Context: an optimization exercise on an open-source flow, tuned for small area. The choices shown serve that exercise and are no tape-out recipe.
No run shown here included a check of the RTL's function; only the layout flow was run.
Power figures rest on the tool's default switching activity, not on a simulated workload.

## flow/design.v (module list and top-level ports; edited modules follow where they fit)
// module csa_fa: 10 lines
// module csa_ha: 9 lines
// module conv3x3_engine: 4310 lines
module conv3x3_engine (
    input  wire        clk,
    input  wire        rst_n,
    input  wire [15:0] pixel_in,
    input  wire        valid_in,
    input  wire [63:0] wr_data,
    input  wire        wr_en,
    input  wire [9:0]  wr_addr,
    input  wire [9:0]  rd_addr,
    input  wire signed [47:0] bias,
    output wire signed [15:0] pixel_out,
    output reg         valid_out
);
  // ...
==> flow/run.sh <==
#!/bin/bash
# synth_recipe.tcl (not shown) runs the flow's synth.tcl, then flattens the netlist and writes it again
# the make line also repeats each setting of config.mk as NAME=value (left out here)
make -C /OpenROAD-flow-scripts/flow DESIGN_CONFIG=/design/flow/config.mk WORK_HOME=/design/flow/orfs CLKGATE_MAP_FILE= SYNTH_SCRIPT=/design/flow/synth_recipe.tcl finish
==> flow/config.mk <==
export PLATFORM = sky130hd
export DESIGN_NAME = conv3x3_engine
export DESIGN_NICKNAME = conv3x3_engine
export VERILOG_FILES = /design/flow/design.v
export SDC_FILE = /design/flow/constraint.sdc
export NUM_CORES = 4
export LEC_CHECK = 0
export CAP_MARGIN = 20
export CORE_MARGIN = 2
export CORE_UTILIZATION = 40
export SLEW_MARGIN = 20
export SYNTH_HIERARCHICAL = 1
export SYNTH_MINIMUM_KEEP_SIZE = 0
==> flow/constraint.sdc <==
create_clock -name core_clock -period 10.0 [get_ports {clk}]
set_input_delay 2.0000 -clock core_clock [delete_from_list [all_inputs] [get_ports {clk}]]
set_output_delay 2.0000 -clock core_clock [all_outputs]
set_load 0.01 [all_outputs]
==> flow_summary.toml, run 1 <==
[die]
fp.dieW_um = 415.9

[drt]
wl_met1_um = 124800
drc_errors = 0
vias = 55810
wl_um = 335000

[finish]
largest_reg_flops = 144
nFlopsAndLatches = 370
diodes = 5
final_area_um2 = 81350
drive_above_1_share_pct = 21.01
final_common_cell = "fa_1"
n_clock_buffer = 56
final-instance-count-excl-fill = 8924

[min_path]
worstHoldStart = "h8[8]"
hp-class = "reg2reg"

[setup_path]
endpoint = "q[10]"
cp_max_fo = 13
cpMostUsedCell = "fa_1"
cp_data_arrival_time_ps = 10390
reg2reg_to = "q[10]"
path_class = "reg2reg"
cp_top_family = "adder cells"
cp_num_cells = 28

[synth]
yosysMostFrequentCell = "fa_1"
async_flop_share_pct = 1.622
ys_types = 89

[power]
swShare_pct = 36.99
power_density_nw_per_um2 = 76.11
power-top-group = "combinational cells"

[place]
dp_hpwl_um = 288600
finalWeightedCongestion = 1.111

[global_route]
overflow = 0

[sta]
setup_viol = 0

[outcome]
status = "no timing/DRC/antenna violations"
==> run 2, diff against run 1 <==
--- a/flow/design.v
+++ b/flow/design.v
@@ -4302,30 +4302,38 @@
     wire s2717, c2718;
     csa_fa u_s2717 (.a(c2576), .b(s2649), .c(c2648), .s(s2717), .co(c2718));
     wire s2719, c2720;
     csa_fa u_s2719 (.a(c2580), .b(s2651), .c(c2650), .s(s2719), .co(c2720));
     wire s2721, c2722;
     csa_fa u_s2721 (.a(s2653), .b(c2584), .c(c2652), .s(s2721), .co(c2722));
     wire s2723, c2724;
     csa_fa u_s2723 (.a(bias[34]), .b(c2586), .c(c2654), .s(s2723), .co(c2724));
-    wire [36:0] ra = {1'b1, c2724, c2722, c2720, c2718, c2716, c2714, c2712, c2710, c2708, c2706, c2704, c2702, c2700, c2698, c2696, c2694, c2692, c2690, c2688, c2686, c2684, c2682, c2680, c2678, c2676, c2674, c2672, c2670, c2668, c2666, c2664, c2662, c2660, c2658, c2656, s2655};
-    wire [36:0] rb = {1'b0, 1'b1, s2723, s2721, s2719, s2717, s2715, s2713, s2711, s2709, s2707, s2705, s2703, s2701, s2699, s2697, s2695, s2693, s2691, s2689, s2687, s2685, s2683, s2681, s2679, s2677, s2675, s2673, s2671, s2669, s2667, s2665, s2663, s2661, s2659, s2657, s2455};
+    wire [36:0] ra_d = {1'b1, c2724, c2722, c2720, c2718, c2716, c2714, c2712, c2710, c2708, c2706, c2704, c2702, c2700, c2698, c2696, c2694, c2692, c2690, c2688, c2686, c2684, c2682, c2680, c2678, c2676, c2674, c2672, c2670, c2668, c2666, c2664, c2662, c2660, c2658, c2656, s2655};
+    wire [36:0] rb_d = {1'b0, 1'b1, s2723, s2721, s2719, s2717, s2715, s2713, s2711, s2709, s2707, s2705, s2703, s2701, s2699, s2697, s2695, s2693, s2691, s2689, s2687, s2685, s2683, s2681, s2679, s2677, s2675, s2673, s2671, s2669, s2667, s2665, s2663, s2661, s2659, s2657, s2455};
+    reg  [36:0] ra, rb;
+    always @(posedge clk) begin ra <= ra_d; rb <= rb_d; end
     wire [36:0] V = ra + rb;
     wire [12:0] bh = bias[47:35];
     wire bh_z  = (bh == 13'd0);
     wire bh_m1 = (bh == 13'h1fff);
     wire bh_p1 = (bh == 13'd1);
     wire bh_c1 = (bh[11:0] == 12'hfff);    
     wire bh_b1 = (bh[11:0] == 12'h000);    
     wire dz = ~V[36] & ~V[35];
     wire dp = ~V[36] &  V[35];
     wire neg = dz ? bh[12] : dp ? (bh[12] ^ bh_c1) : (bh[12] ^ bh_b1);
     wire zhi = dz ? bh_z   : dp ? bh_m1 : bh_p1;
     wire big = ~zhi | (|V[34:19]) | (V[18] & V[17] & (|V[16:8]));
     wire [10:0] res = neg ? 11'd0 : (big ? 11'd1536 : V[18:8]);
     reg [10:0] q;
     always @(posedge clk) q <= res;
     assign pixel_out = {5'd0, q};
+    reg v1;
     always @(posedge clk or negedge rst_n)
-        if (!rst_n) valid_out <= 1'b0;
-        else        valid_out <= valid_in && cnt >= 4'd12;
+        if (!rst_n) begin
+            v1 <= 1'b0;
+            valid_out <= 1'b0;
+        end else begin
+            v1 <= valid_in && cnt >= 4'd12;
+            valid_out <= v1;
+        end
 endmodule
==> run 2 against run 1 <==
Net effect:
- first-iteration DRC count increased by 4.4%
- clock power increased by 4%
- utilization is 4.7 points lower
- critical endpoint is now rb[20]
- combinational power shrank 36%
- sequential share of layout area grew 3.1 points
- die area is 1.9% higher
- still clean on timing, DRC and antenna
- largest power group is now sequential cells
- via count down 4.0%
==> flow_summary.toml, run 2 <==
[setup_path]
cp_max_fo = 64
r2r_start = "rd0"
cpPeakStageDelay_ps = 780
crit_slowest_cell = "dfxtp_4"
reg2reg_depth = 16
start_kind = "flop"
reg2reg_to = "rb[20]"
cp_data_arrival_time_ps = 8840
path_class = "reg2reg"
cpMostUsedCell = "fa_1"
regToRegSetupSlack_ps = 1710
critPathBufInv = 3
cp_top_family = "adder cells"
end_kind = "flop"
critPathRequiredTime_ps = 10550
cp_cell_sequence = "buf_4 > and2_1 > ha_1 > nand2b_1 > inv_2 > xnor2_1 > inv_1 > fa_1 > fa_1 > fa_1 > fa_1 > fa_1 > fa_1 > fa_1 > fa_1 > fa_1"

[synth]
synthTopCellsByArea = "fa_1 (39%), edfxtp_1 (15%), xnor2_1 (13%), a22oi_1 (11%), clkbuf_1 (3.1%)"
syn_avg_cell_area_um2 = 11.10
synth_xor_area_share_pct = 13.90
synth_top_area_cell = "fa_1"
seq_area_frac_synth_pct = 17.95
syn_inst = 6229
async_flop_share_pct = 1.584
ys_types = 75
synth_compound_area_share_pct = 13.93
yosysMostFrequentCell = "fa_1"
yosys-top-cells-count = "fa_1 (1,335), xnor2_1 (1,048), a22oi_1 (1,016)"
synth_mux_area_share_pct = 1.817
ys_warn_count = 7
synthAdderAreaFrac_pct = 40.94
synth-seq-cells = 442
synthFlopType = "edfxtp_1"
synth_top_family_by_area = "adder cells"
syn-cell-area_um2 = 69130
synth_edf_count = 352
synth_top_area_share_pct = 38.66
synth-simple-area-share_pct = 6.954

[sta]
skew_ps = 120.6
setup_viol = 0
fin_tns_setup_ps = 0
finalHoldViolCount = 0
max_freq_ghz = 0.1206
rsz0062_at_grt = "no"
period_needed_ps = 8291
worst_slew_pin_slew_ps = 1225
slew_violations = 0
finalCritPeriodShare_pct = 82.91
relSlewSlack_pct = 18.32

[finish]
final_common_cell = "fa_1"
area_growth_pct = 8.016
largest_reg_flops = 144
drive_above_1_share_pct = 6.930
fin_nets = 7582
num-fill-cells = 16120
final-instance-count-excl-fill = 8330
largest_register = "W"
reg_top3 = "W: 144 flops, ra: 36 flops, rb: 35 flops"
final_cell_mix = "fa_1 (1,335), xnor2_1 (1,046), a22oi_1 (1,016)"
final_area_um2 = 74670

[global_route]
grt_pass1_vias = 53200
grt_max_degree = 65
grt.busiest_layer = "met2"
grt_pass1_wl_um = 451800
met3_usage_pct = 17.63
overflow = 0
grt_usage_pct = 37.55
antenna_found_initial = 11
globalRouteMet2Util_pct = 53.13
grt_use_met1_pct = 49.26

[min_path]
hp-class = "reg2reg"
hold_path_depth = 0
worstHoldStart = "v1"
min_to = "valid_out"

[drt]
drc_errors = 0
wl_um = 331900
postRouteAntennaNets = 0
wl_per_cell_um = 39.85
dr.pass1.iters = 8
viasPerCell = 6.433
vias = 53590
drt_iter0_drc = 7720

[power]
power_density_nw_per_um2 = 79.34
total_power_uw = 5925
ir_worst_vdd_mv = 0.1621
p_leak_uw = 0.02950

[place]
place_area_um2 = 72670
port-buffer-count = 163
placed_cells = 8217
finalWeightedCongestion = 1.065
dp_hpwl_um = 268200

[clock_tree]
cts_tree = "built"
htree_levels = 2
ctsHoldBuffers = 0
clk_path_buf_depth = 3
numCtsBuffers = 58
cts.clk_slew.worst_paths_ps = 70
cts.sinks = 442
cts-root-buf = "clkbuf_16"
clk_latency_ps = 780
cts_resized = 0
cts_setup_buffers = 0

[die]
core_area_um2 = 171700
rows = 152
die-area_um2 = 176200
start_util_pct = 40.25
fp.dieH_um = 419.7
top_level_ports = 169
fp.dieW_um = 419.7

[outcome]
status = "no timing/DRC/antenna violations"

[job]
maxCapViolCount = 0
## run 2: changes by cell type in the layout (fill, tap and decap cells not counted), moves of 20 or more
| cell | before | now |
|---|---|---|
| a22oi_2 | 28 | 1 |
| fa_1 | 1229 | 1335 |
| buf_12 | 105 | 0 |
| fa_2 | 106 | 0 |
| buf_4 | 831 | 202 |
| o21ai_0 | 129 | 149 |
| buf_6 | 28 | 0 |
| a22oi_1 | 988 | 1016 |
| dfxtp_1 | 11 | 82 |
| ha_1 | 100 | 126 |
## run 2: cells by family after synthesis
kind of cell,after synthesis
multiplexers,125
AND/OR/NAND/NOR,920
AO/OA/AOI/OAI,1363
flip-flops,442
other,2
XOR/XNOR,1097
buffers and inverters,819
adder cells (fa/ha/maj),1461
## run 2: cell type report
type                            instances  area (µm²)  share of cell area, %
Multi-Input combinational cell       4974       53760                  72.00
Sequential cell                       442       12410                  16.62
Timing Repair Buffer                  367        3196                  4.280
Tap cell                             2310        2890                  3.871
Clock buffer                           66        1513                  2.026
Inverter                              126       473.0                 0.6334
Clock inverter                         42       420.4                 0.5630
Antenna cell                            3       7.507                0.01005
## run 2: where the power goes
group          total (µW)  switching [µW]  internal [µW]
registers            2330             213           2120
logic                1420             921            498
clock network        2170            1010           1160
## run 2: modules after synthesis, one instance, submodules excluded
| module | flops+latches | cells |
|---|---|---|
| conv3x3_engine | 442 | 4867 |
| csa_fa | 0 | 1 |
| csa_ha | 0 | 1 |
## run 2: how the worst max path moves through the flow
stage	start	cells after the start	end	slack (ps)
after floorplan	wr_addr[4]	3	W[100]	2260
after global placement	rd0	16	rb[20]	1870
after detailed placement	rd0	16	rb[20]	1860
after CTS	rd0	16	rb[20]	1740
after global routing	rd0	16	rb[20]	1500
final	rd0	16	rb[20]	1710
## run 2: stage by stage
stage | util, % | setup slack [ps] | hold slack [ps]
2_1_floorplan | - | 2260 | 331.2
3_3_place_gp | 42.31 | 1873 | 334.2
3_5_place_dp | 42.32 | 1864 | 342.4
4_1_cts | 43.44 | 1741 | 353.3
5_1_grt | 43.48 | 1502 | 365.3
6_report | 43.48 | 1709 | 352.7
## run 2: layer usage
metal	vias up	share of wire, %
met1	27970	39
met3	689	15
met2	4202	41
met4	6	5.0
met5	-	0.011
li1	20720	-

## static timing again, ports no longer ideal
In the flow no input, the clock included, has a driving cell. The finished layouts below were timed again as built, in two steps. Step 1 assumes that a clkbuf_16 drives the clock port and a buf_2 every other input. Step 2 moves the port delays by t, midway between the first and last clock arrival at a register: inputs arrive t later, outputs are due t later. That takes back most of the time a late clock gives input paths. a / b / c = ideal / step 1 / step 2; a / b = the first two.
| run | t (ns) | setup slack, ns | latest minus earliest clock arrival (ns) | slew at the worst register clock pin (ns) | worst slew at a driven data input, ns |
|---|---|---|---|---|---|
| run 1 | 0.790 | 0.168 / 0.168 / -0.303 | 0.053 / 0.052 | 0.08 / 0.08 | 0.06 |
| run 2 | 0.808 | 1.709 / 1.709 / 1.709 | 0.124 / 0.124 | 0.08 / 0.08 | 0.09 |
With both steps, setup timing fails in run 1, where it was met with ideal ports. For run 1, which loses most, drivers alone change the setup slack by 0.000 ns; drivers and shift together by -0.471 ns.
